This design comes from an exercise in tuning for a short achievable clock period and few clock cycles on the open sky130 flow, not from production work.
No functional check of the RTL was part of this run.
Power figures rest on the tool's default switching activity, not on a simulated workload.

File: design/flow/design.v
module risc_machine(clk, reset, mem_rdata, mem_cmd, mem_addr, mem_wdata, N, V, Z, halt);
  input clk, reset;
  input [15:0] mem_rdata;
  output [1:0] mem_cmd;
  output [8:0] mem_addr;
  output [15:0] mem_wdata;
  output N, V, Z, halt;
  localparam CMD_NONE = 2'b00, CMD_READ = 2'b01, CMD_WRITE = 2'b10;
  localparam C_ALU = 0, C_MOVI = 1, C_MOVR = 2, C_LDR = 3, C_STR = 4,
             C_B = 5, C_BL = 6, C_BX = 7, C_HALT = 8, NC = 9;
  localparam E_IR = 0, E_PC1 = 16, E_PT = 25, E_PK = 34, E_RN = 35, E_RM = 43,
             E_RD = 51, E_WS = 59, E_US = 67, E_CL = 75, E_SH = 84, E_W = 88;
  reg [1:0]  cmd_q;
  reg [8:0]  addr_q;
  reg [15:0] wdata_q;
  reg [8:0]  fetch_pc;           
  reg        f1_v;               
  reg        f2_v;               
  reg [8:0]  f2_pc1, f2_pc2;     
  reg [7:0]  ldb_m, lda_m;       
  reg        halt_q;
  reg        ras_v;              
  reg [8:0]  ras, ras1;
  reg [15:0] fr_q;               
  reg        v_q;
  reg        q_v [0:2];
  reg [E_W-1:0] q [0:2];
  reg [15:0] rf [0:7];
  assign mem_cmd   = cmd_q;
  assign mem_addr  = addr_q;
  assign mem_wdata = wdata_q;
  assign Z = ~|fr_q;
  assign N = fr_q[15];
  assign V = v_q;
  assign halt = halt_q | halt_now;
  wire [E_W-1:0] h = q[0];
  wire [15:0] ir    = h[E_IR +: 16];
  wire [8:0]  h_pc1 = h[E_PC1 +: 9];
  wire [8:0]  h_pt  = h[E_PT +: 9];
  wire        h_pk  = h[E_PK];
  wire [7:0]  h_rn  = h[E_RN +: 8];
  wire [7:0]  h_rm  = h[E_RM +: 8];
  wire [7:0]  h_rd  = h[E_RD +: 8];
  wire [7:0]  h_ws  = h[E_WS +: 8];
  wire [7:0]  h_us  = h[E_US +: 8];
  wire [NC-1:0] cl  = h[E_CL +: NC];
  wire [3:0]  h_sh  = h[E_SH +: 4];
  reg [15:0] pa, pb, pcv;
  integer k;
  always @(*) begin
    pa = 16'd0; pb = 16'd0; pcv = 16'd0;
    for (k = 0; k < 8; k = k + 1) begin
      pa  = pa  | ({16{h_rn[k]}} & rf[k]);
      pb  = pb  | ({16{h_rm[k]}} & rf[k]);
      pcv = pcv | ({16{h_rd[k]}} & rf[k]);
    end
  end
  function [15:0] shf(input [15:0] x, input [3:0] s);
    shf = ({16{s[0]}} & x) |
          ({16{s[1]}} & {x[14:0], 1'b0}) |
          ({16{s[2]}} & {1'b0, x[15:1]}) |
          ({16{s[3]}} & {x[15], x[15:1]});
  endfunction
  wire [15:0] bsh = shf(pb, h_sh);
  wire [15:0] csh = shf(pcv, h_sh);
  wire [15:0] sx5 = {{11{ir[4]}}, ir[4:0]};
  wire [15:0] sx8 = {{8{ir[7]}}, ir[7:0]};
  wire        sub = ir[11];
  wire [15:0] as_s;  wire [16:0] as_c;
  ksadd #(16) u_as(.a(pa), .b(bsh ^ {16{sub}}), .cin(sub), .s(as_s), .c(as_c));
  wire [15:0] ad_s;  wire [16:0] ad_c;
  ksadd #(16) u_ad(.a(pa), .b(sx5), .cin(1'b0), .s(ad_s), .c(ad_c));
  wire v_alu = as_c[8] ^ as_c[7];
  wire v_ldr = ad_c[8] ^ ad_c[7];
  wire [15:0] alu_res = ir[12] ? (ir[11] ? ~bsh : (pa & bsh)) : as_s;
  wire zf = ~|fr_q;
  wire nf = fr_q[15];
  reg  cond_ok;
  always @(*) begin
    case (ir[10:8])
      3'd0: cond_ok = 1'b1;
      3'd1: cond_ok = zf;
      3'd2: cond_ok = ~zf;
      3'd3: cond_ok = nf ^ v_q;
      3'd4: cond_ok = (nf ^ v_q) | zf;
      default: cond_ok = 1'b0;
    endcase
  end
  wire stall = (|(h_us & (ldb_m | lda_m))) | (cl[C_HALT] & (cmd_q == CMD_WRITE));
  wire e_go     = q_v[0] & ~stall & ~halt_q;
  wire halt_now = e_go & cl[C_HALT];
  wire e_mem    = e_go & (cl[C_LDR] | cl[C_STR]);
  wire        e_taken = cl[C_BL] | (cl[C_B] & cond_ok);
  wire [8:0]  e_tgt   = cl[C_BX] ? pcv[8:0] : (e_taken ? h_pt : h_pc1);
  wire        e_mis   = cl[C_BX] ? (~h_pk | (h_pt != pcv[8:0])) :
                        ((cl[C_B] | cl[C_BL]) & (e_taken != h_pk));
  wire        flush   = e_go & e_mis;
  wire [15:0] e_wd = ({16{cl[C_ALU]}}  & alu_res) |
                     ({16{cl[C_MOVR]}} & bsh) |
                     ({16{cl[C_MOVI]}} & sx8) |
                     ({16{cl[C_BL]}}   & {7'd0, h_pc1});
  wire [15:0] m = mem_rdata;
  wire [4:0] d_op5  = m[15:11];
  wire [2:0] d_cond = m[10:8];
  wire [8:0] d_sx8  = {m[7], m[7:0]};
  wire d_alu  = m[15:13] == 3'b101;
  wire d_cmp  = d_alu & (m[12:11] == 2'b01);
  wire d_movi = d_op5 == 5'b11010;
  wire d_movr = d_op5 == 5'b11000;
  wire d_ldr  = m[15:13] == 3'b011;
  wire d_str  = m[15:13] == 3'b100;
  wire d_b    = d_op5 == 5'b00100;
  wire d_bl   = d_op5 == 5'b01011;
  wire d_bx   = d_op5 == 5'b01000;
  wire d_halt = m[15:13] == 3'b111;
  wire [7:0] d_rn = 8'd1 << m[10:8];
  wire [7:0] d_rd = 8'd1 << m[7:5];
  wire [7:0] d_rm = 8'd1 << m[2:0];
  wire [3:0] d_sh = 4'd1 << m[4:3];
  wire [7:0] d_ws = ({8{(d_alu & ~d_cmp) | d_movr}} & d_rd) | ({8{d_movi | d_bl}} & d_rn);
  wire [7:0] d_us = ({8{d_alu | d_ldr | d_str | d_movi | d_bl}} & d_rn) |
                    ({8{d_alu | d_movr}} & d_rm) |
                    ({8{d_str | d_bx | d_ldr | d_movr | (d_alu & ~d_cmp)}} & d_rd);
  wire [NC-1:0] d_cl;
  assign d_cl[C_ALU] = d_alu;  assign d_cl[C_MOVI] = d_movi; assign d_cl[C_MOVR] = d_movr;
  assign d_cl[C_LDR] = d_ldr;  assign d_cl[C_STR] = d_str;   assign d_cl[C_B] = d_b;
  assign d_cl[C_BL] = d_bl;    assign d_cl[C_BX] = d_bx;     assign d_cl[C_HALT] = d_halt;
  wire [8:0] d_tgt, d_tgt1;
  wire [9:0] unused_c0, unused_c1;
  ksadd #(9) u_t0(.a(f2_pc1), .b(d_sx8), .cin(1'b0), .s(d_tgt),  .c(unused_c0));
  ksadd #(9) u_t1(.a(f2_pc2), .b(d_sx8), .cin(1'b0), .s(d_tgt1), .c(unused_c1));
  wire d_pk = d_bl | (d_bx & ras_v) |
              (d_b & ((d_cond == 3'd0) | (m[7] & (d_cond <= 3'd4))));
  wire [8:0] d_pt  = d_bx ? ras  : d_tgt;
  wire [8:0] d_pt1 = d_bx ? ras1 : d_tgt1;
  wire arr     = f2_v & ~flush & ~halt_q;
  wire d_redir = arr & d_pk & ~halt_now;
  wire [E_W-1:0] d_ent;
  assign d_ent[E_IR +: 16] = m;
  assign d_ent[E_PC1 +: 9] = f2_pc1;
  assign d_ent[E_PT +: 9]  = d_pt;
  assign d_ent[E_PK]       = d_pk;
  assign d_ent[E_RN +: 8]  = d_rn;
  assign d_ent[E_RM +: 8]  = d_rm;
  assign d_ent[E_RD +: 8]  = d_rd;
  assign d_ent[E_WS +: 8]  = d_ws;
  assign d_ent[E_US +: 8]  = d_us;
  assign d_ent[E_CL +: NC] = d_cl;
  assign d_ent[E_SH +: 4]  = d_sh;
  wire           s_v0 = e_go ? q_v[1] : q_v[0];
  wire           s_v1 = e_go ? q_v[2] : q_v[1];
  wire           s_v2 = e_go ? 1'b0   : q_v[2];
  wire [E_W-1:0] s_0  = e_go ? q[1] : q[0];
  wire [E_W-1:0] s_1  = e_go ? q[2] : q[1];
  wire a0 = arr & ~s_v0;
  wire a1 = arr & s_v0 & ~s_v1;
  wire a2 = arr & s_v1 & ~s_v2;
  wire n_v0 = ~flush & (s_v0 | a0);
  wire n_v1 = ~flush & (s_v1 | a1);
  wire n_v2 = ~flush & (s_v2 | a2);
  wire f1_live = f1_v & ~flush & ~d_redir;
  wire room = ~n_v2 & ~(n_v1 & f1_live);
  always @(posedge clk) begin
    if (reset) begin
      cmd_q <= CMD_NONE;
      fetch_pc <= 9'd0;
      f1_v <= 1'b0;
      f2_v <= 1'b0;
      ldb_m <= 8'd0;
      lda_m <= 8'd0;
      halt_q <= 1'b0;
      ras_v <= 1'b0;
      q_v[0] <= 1'b0; q_v[1] <= 1'b0; q_v[2] <= 1'b0;
    end else begin
      f2_v   <= f1_live;
      f2_pc1 <= addr_q + 9'd1;
      f2_pc2 <= addr_q + 9'd2;
      lda_m  <= ldb_m;
      ldb_m  <= {8{e_mem & cl[C_LDR]}} & h_rd;
      if (halt_now) halt_q <= 1'b1;
      if (arr & d_bl) begin ras_v <= 1'b1; ras <= f2_pc1; ras1 <= f2_pc2; end
      q_v[0] <= n_v0; q_v[1] <= n_v1; q_v[2] <= n_v2;
      f1_v <= 1'b0;
      if (halt_now | halt_q) begin
        cmd_q <= CMD_NONE;
      end else if (e_mem) begin
        cmd_q   <= cl[C_LDR] ? CMD_READ : CMD_WRITE;
        addr_q  <= ad_s[8:0];
        wdata_q <= csh;
        if (d_redir) fetch_pc <= d_pt;
      end else if (flush) begin
        cmd_q <= CMD_READ; addr_q <= e_tgt; fetch_pc <= e_tgt + 9'd1; f1_v <= 1'b1;
      end else if (d_redir & room) begin
        cmd_q <= CMD_READ; addr_q <= d_pt; fetch_pc <= d_pt1; f1_v <= 1'b1;
      end else if (d_redir) begin
        cmd_q <= CMD_NONE; fetch_pc <= d_pt;
      end else if (room) begin
        cmd_q <= CMD_READ; addr_q <= fetch_pc; fetch_pc <= fetch_pc + 9'd1; f1_v <= 1'b1;
      end else begin
        cmd_q <= CMD_NONE;
      end
    end
  end
  always @(posedge clk) begin
    q[0] <= a0 ? d_ent : s_0;
    q[1] <= a1 ? d_ent : s_1;
    q[2] <= a2 ? d_ent : q[2];
  end
  always @(posedge clk) begin
    if (e_go) begin
      if (cl[C_ALU])  begin fr_q <= alu_res; v_q <= v_alu; end
      if (cl[C_MOVR]) begin fr_q <= bsh; v_q <= 1'b0; end
      if (cl[C_LDR])  begin fr_q <= ad_s; v_q <= v_ldr; end
      if (cl[C_STR])  begin fr_q <= csh; v_q <= 1'b0; end
    end
  end
  genvar g;
  generate
    for (g = 0; g < 8; g = g + 1) begin : regs
      always @(posedge clk) begin
        if (e_go & h_ws[g]) rf[g] <= e_wd;
        else if (lda_m[g]) rf[g] <= mem_rdata;
      end
    end
  endgenerate
endmodule
module ksadd #(parameter W = 16) (a, b, cin, s, c);
  input  [W-1:0] a, b;
  input          cin;
  output [W-1:0] s;
  output [W:0]   c;
  localparam L = (W <= 2) ? 1 : (W <= 4) ? 2 : (W <= 8) ? 3 : (W <= 16) ? 4 : 5;
  wire [W-1:0] p0 = a ^ b;
  wire [W-1:0] gg [0:L];
  wire [W-1:0] pp [0:L];
  assign gg[0] = (a & b) | {{(W-1){1'b0}}, p0[0] & cin};
  assign pp[0] = p0;
  genvar l, i;
  generate
    for (l = 0; l < L; l = l + 1) begin : lv
      for (i = 0; i < W; i = i + 1) begin : bt
        if (i >= (1 << l)) begin : op
          assign gg[l+1][i] = gg[l][i] | (pp[l][i] & gg[l][i - (1 << l)]);
          assign pp[l+1][i] = pp[l][i] & pp[l][i - (1 << l)];
        end else begin : pass
          assign gg[l+1][i] = gg[l][i];
          assign pp[l+1][i] = pp[l][i];
        end
      end
    end
  endgenerate
  assign c = {gg[L], cin};
  assign s = p0 ^ c[W-1:0];
endmodule
File: design/flow/run.sh
#!/bin/bash
# synth_recipe.tcl (not shown) runs the flow's synth.tcl, then flattens the netlist and writes it again
# the make line also repeats each setting of config.mk as NAME=value (left out here)
make -C /OpenROAD-flow-scripts/flow DESIGN_CONFIG=/design/flow/config.mk WORK_HOME=/design/flow/orfs CLKGATE_MAP_FILE= SYNTH_SCRIPT=/design/flow/synth_recipe.tcl finish
File: design/flow/config.mk
export PLATFORM = sky130hd
export DESIGN_NAME = risc_machine
export DESIGN_NICKNAME = risc_machine
export VERILOG_FILES = /design/flow/design.v
export SDC_FILE = /design/flow/constraint.sdc
export NUM_CORES = 4
export LEC_CHECK = 0
export ABC_CLOCK_PERIOD_IN_PS = 2500
export CAP_MARGIN = 20
export CORE_MARGIN = 2
export CORE_UTILIZATION = 40
export SETUP_SLACK_MARGIN = 4.0
export SLEW_MARGIN = 20
File: design/flow/constraint.sdc
create_clock -name core_clock -period 7.0 [get_ports {clk}]
set_input_delay 1.4000 -clock core_clock [delete_from_list [all_inputs] [get_ports {clk}]]
set_output_delay 1.4000 -clock core_clock [all_outputs]
set_load 0.01 [all_outputs]
==> summary.md <==
For the number of antenna violations at the first check in global routing, the log shows 4. The total number of vias is 26.2k, and the worst endpoint data arrival time is 4.83 ns. The H-tree generated during clock tree synthesis spans 2 levels. Type of origin of the critical path: a flip-flop.

The post-synthesis register bit count is 495, and the slew at the pin closest to its max-slew limit is 1.35 ns. The initial utilization of the core area, before any placement, comes to 40.5%. Worst-case hold path end point: ras1[4].

After layout, the minimum clock period comes to 4.47 ns. 49 I/O pins were placed. In the synthesized netlist the async set-or-reset flop fraction comes to 0%. STA classifies the critical path endpoint as a flip-flop. The total global routing overflow is 0. The initialized floorplan defines 94 standard-cell rows. The later-pin clock latency in the skew report is 0.64 ns, and the tightest slew margin relative to the limit is 10.3%.

For this block, the initial DRC count from the detailed router was 4,512. In this run the tool buffered the top-level ports with 48 buffer cells. Setup violations remaining at the end of the flow were counted as 0. After layout, the design draws a total of 14.6 mW.

The count of maximum capacitance violations is 0, and the worst-case clock buffer depth is 3. TritonCTS built the clock tree. The worst hold path was traced through 0 stages.

Worst path required time: 7.36 ns. The worst register-to-register path begins at q[0][45]. The number of global-route vias before repair is 24.2k, and the area added between synthesis and finish is 46.0%.

The length of the first detailed-routing pass in iterations came out at 7. The final layout contains routed wiring with a total length of 121,000 um. CTS saw 495 sinks.

Counting flops with a built-in enable in the synthesized netlist gives 461. After synthesis, the netlist uses 82 different library cells. Across every metal layer, demand over resource in global routing totals 32.6%. Dividing the final minimum period by the clock period gives 63.9%. The placer's final routability congestion estimate is 1.01.

Measured in cells, the most critical reg-to-reg path has a length of 17. Once detail routing completed, the nets flagged for antenna violations numbered 0. The tools report the number of nets in the layout as 3,081. The endpoint of the most critical register-to-register path was rf[1][12].

The tools report the max-slew violation count as 0. The run finished with no timing, DRC or antenna violations. The worst-case IR drop observed on VDD is 248 uV. Counting every net in the synthesized netlist gives 2,655.

Entering global routing, the biggest net connects 45 pins. The first global-routing pass estimated 164,000 um of wire. The chip width was 262 um. Synthesis produced 2,584 cells. Clock-pin slew on the worst setup and hold paths: 0.06 ns.

The cell area after technology mapping was 26,600 sq um; the power per standard cell area was 376 nW/um^2. Cells with a size suffix above 1 make up 37.9% of the layout. Remaining routing DRC violations: 0.

The tools report the total CTS buffers as 53. By startpoint and endpoint, the worst setup path is classified as flip-flop to flip-flop. The area enclosed by the die boundary is 68,700 sq um, and the total negative setup slack is 0 ns.

From bottom edge to top edge, the die measures 262 um. After synthesis, the mean cell area works out to 10.3 sq um. For the number of hold violations in the final report, the log shows 0. Class of the worst hold path: flip-flop to flip-flop.

The leakage power total came out at 14.8 nW. The root cell of the clock tree was clkbuf_16. Of all nets on the critical path, the largest fanout is 8. The synthesis warning total came out at 6.

The worst register-to-register path has a setup slack of 2.53 ns. After floorplanning, the core was sized to cover 65,900 sq um. In this run the most critical hold path is launched from f2_pc2[4]. Setup repair after global routing could not meet its margin everywhere. The detailed-route vias per instance is 6.69, and the utilization after layout is 59.1%. The run gives 0.224 GHz as the maximum operating frequency. Clock skew after layout: 0.0444 ns.

The prevailing post-synth register cell was edfxtp_1. After synthesis, flip-flops and latches occupy 54.5% of the total area. In the final routed layout, each cell accounts on average for 30.7 um. The sum of net half-perimeters after detailed placement came out at 64,500 um.
[logic make-up (layout without fill, tap and decap cells)]
group / count (synthesis) / count (layout) / synth area share, %
fa+ha+maj: 54 / 54 / 2.64
mux: 77 / 77 / 3.13
buf+inv: 249 / 673 / 3.62
compound gates: 786 / 786 / 19.1
flops: 495 / 495 / 54.5
xor+xnor: 88 / 88 / 2.89
other cells: 0 / 3 / 0
simple gates: 835 / 881 / 14.1
[state kept, by name, summed over array words and instances, names as in the netlist]
signal and flops:
addr_q 9, cmd_q 2, f1_v 1, f2_pc1 9, f2_pc2 9, f2_v 1, fetch_pc 9, fr_q 16
halt_q 1, lda_m 8, ldb_m 8, q 255, q_v 3, ras 9, ras1 9, ras_v 1
rf 128, v_q 1, wdata_q 16
[worst max-delay path by stage]
stage                   from     endpoint
6_report            q[0][45]    rf[1][12]
5_1_grt             q[0][45]    rf[3][12]
4_1_cts             q[0][45]    rf[0][15]
3_5_place_dp   mem_rdata[13]  fetch_pc[5]
3_3_place_gp   mem_rdata[13]  fetch_pc[5]
2_1_floorplan       q[0][45]    rf[0][15]
[area by class of cell]
type / count / area, sq um
fillers: 4967 / 27000
multi-input cells: 1886 / 14900
well taps: 864 / 1080
repair buffers: 503 / 6370
clock inverters: 37 / 377
inverters: 71 / 287
flip-flops and latches: 495 / 14500
diodes: 3 / 7.51
clock buffers: 62 / 1380
[critical path: stages (launching register included)]
cell      delay (ns)
edfxtp_1        0.42
buf_6           0.15
buf_8           0.13
a22o_4          0.28
o41a_1          0.38
nor3_4          0.21
nor2b_2         0.08
fa_2            0.40
a21o_1          0.18
a21oi_2         0.19
o21bai_2        0.13
a211o_1         0.30
a31oi_1         0.22
o21bai_1        0.14
xor2_1          0.21
o211ai_1        0.23
o211a_4         0.39
a31oi_1         0.14
[synthesized netlist by cell type, drive strengths merged (10+ instances only)]
library cell	instances	area, sq um
xnor2	50	438
nand2	478	1790
mux2i	26	260
nor3	25	125
mux2	51	574
a31oi	35	234
a21o	17	128
ha	49	613
a21oi	119	607
nand3	35	175
inv	70	263
nand2b	19	119
nor2b	24	150
o211ai	14	105
nand4	55	344
edfxtp	461	13800
or3	12	75.1
a211oi	18	140
and3	14	87.6
o21ai	258	1300
dfxtp	34	681
xor2	38	333
clkbuf	151	567
a222oi	14	140
buf	27	130
nor4	10	62.6
a22oi	212	1590
and2	16	100
nor2	111	417
[where the power goes]
| group | switching (mW) | internal [mW] |
|---|---|---|
| Sequential | 0.471 | 3.90 |
| Combinational | 4.26 | 3.08 |
| Clock | 1.27 | 1.64 |
| Total | 6.01 | 8.62 |
[through the flow]
step	area, sq um	hold WS (ns)	setup WS [ns]	cells
after floorplan	27200	0.428	3.10	2584
after global placement	28400	0.438	1.66	3378
after detailed placement	28400	0.444	1.52	3378
after CTS	36000	0.447	2.75	3823
after global routing	38900	0.468	2.37	3918
final	38900	0.456	2.53	3921
[per-layer routing]
layer  up-vias  GRT usage, %  part of all wire [%]
met4         6          19.0                   8.1
li1      10700             -                     -
met2      2266          49.8                    44
met5         -             0                 0.036
met1     12600          42.2                    35
met3       603          7.86                    12
[what timing repair did]
| action | CTS | global route |
|---|---|---|
| resized for setup | 669 | 395 |
| pin swaps | 281 | 144 |
| hold buffers | 0 | 0 |
| gates cloned | 78 | 21 |
| buffers inserted | 268 | 74 |
| endpoints found under the setup margin | 806 | 679 |
[cells in the final DEF (no fill, tap or decap), types with 66 or more instances in the layout]
cell	n
a22oi_1	188
nand2_4	67
nand2_1	318
buf_6	85
buf_4	223
nand2_2	91
o21ai_0	81
buf_12	76
a21oi_1	80
nor2_1	96
o21ai_2	101
clkbuf_16	66
edfxtp_1	461

[separate check: timing with driven ports]
The results above use ideal ports. As a check the final layout listed here was re-extracted and re-timed, cells and wires unchanged. Step 1, drivers: a clkbuf_16 drives clk and a buf_2 each remaining input, both assumed. Step 2, shift: input delay + t, output delay - t, t = (earliest + latest rising clock arrival at the registers) / 2. This alone moves slack from input paths to output paths. Three values: no drivers, after step 1, after step 2; two values: the first two.
t (ns): 0.685
setup WS [ns]: 2.527 / 2.527 / 2.527
hold slack, ns: 0.456 / 0.456 / 0.456
latest minus earliest clock arrival (ns): 0.044 / 0.045
After both steps setup and hold are still met in this run. The setup slack of this run moves by 0.000 ns with the drivers and by 0.000 ns with both steps.
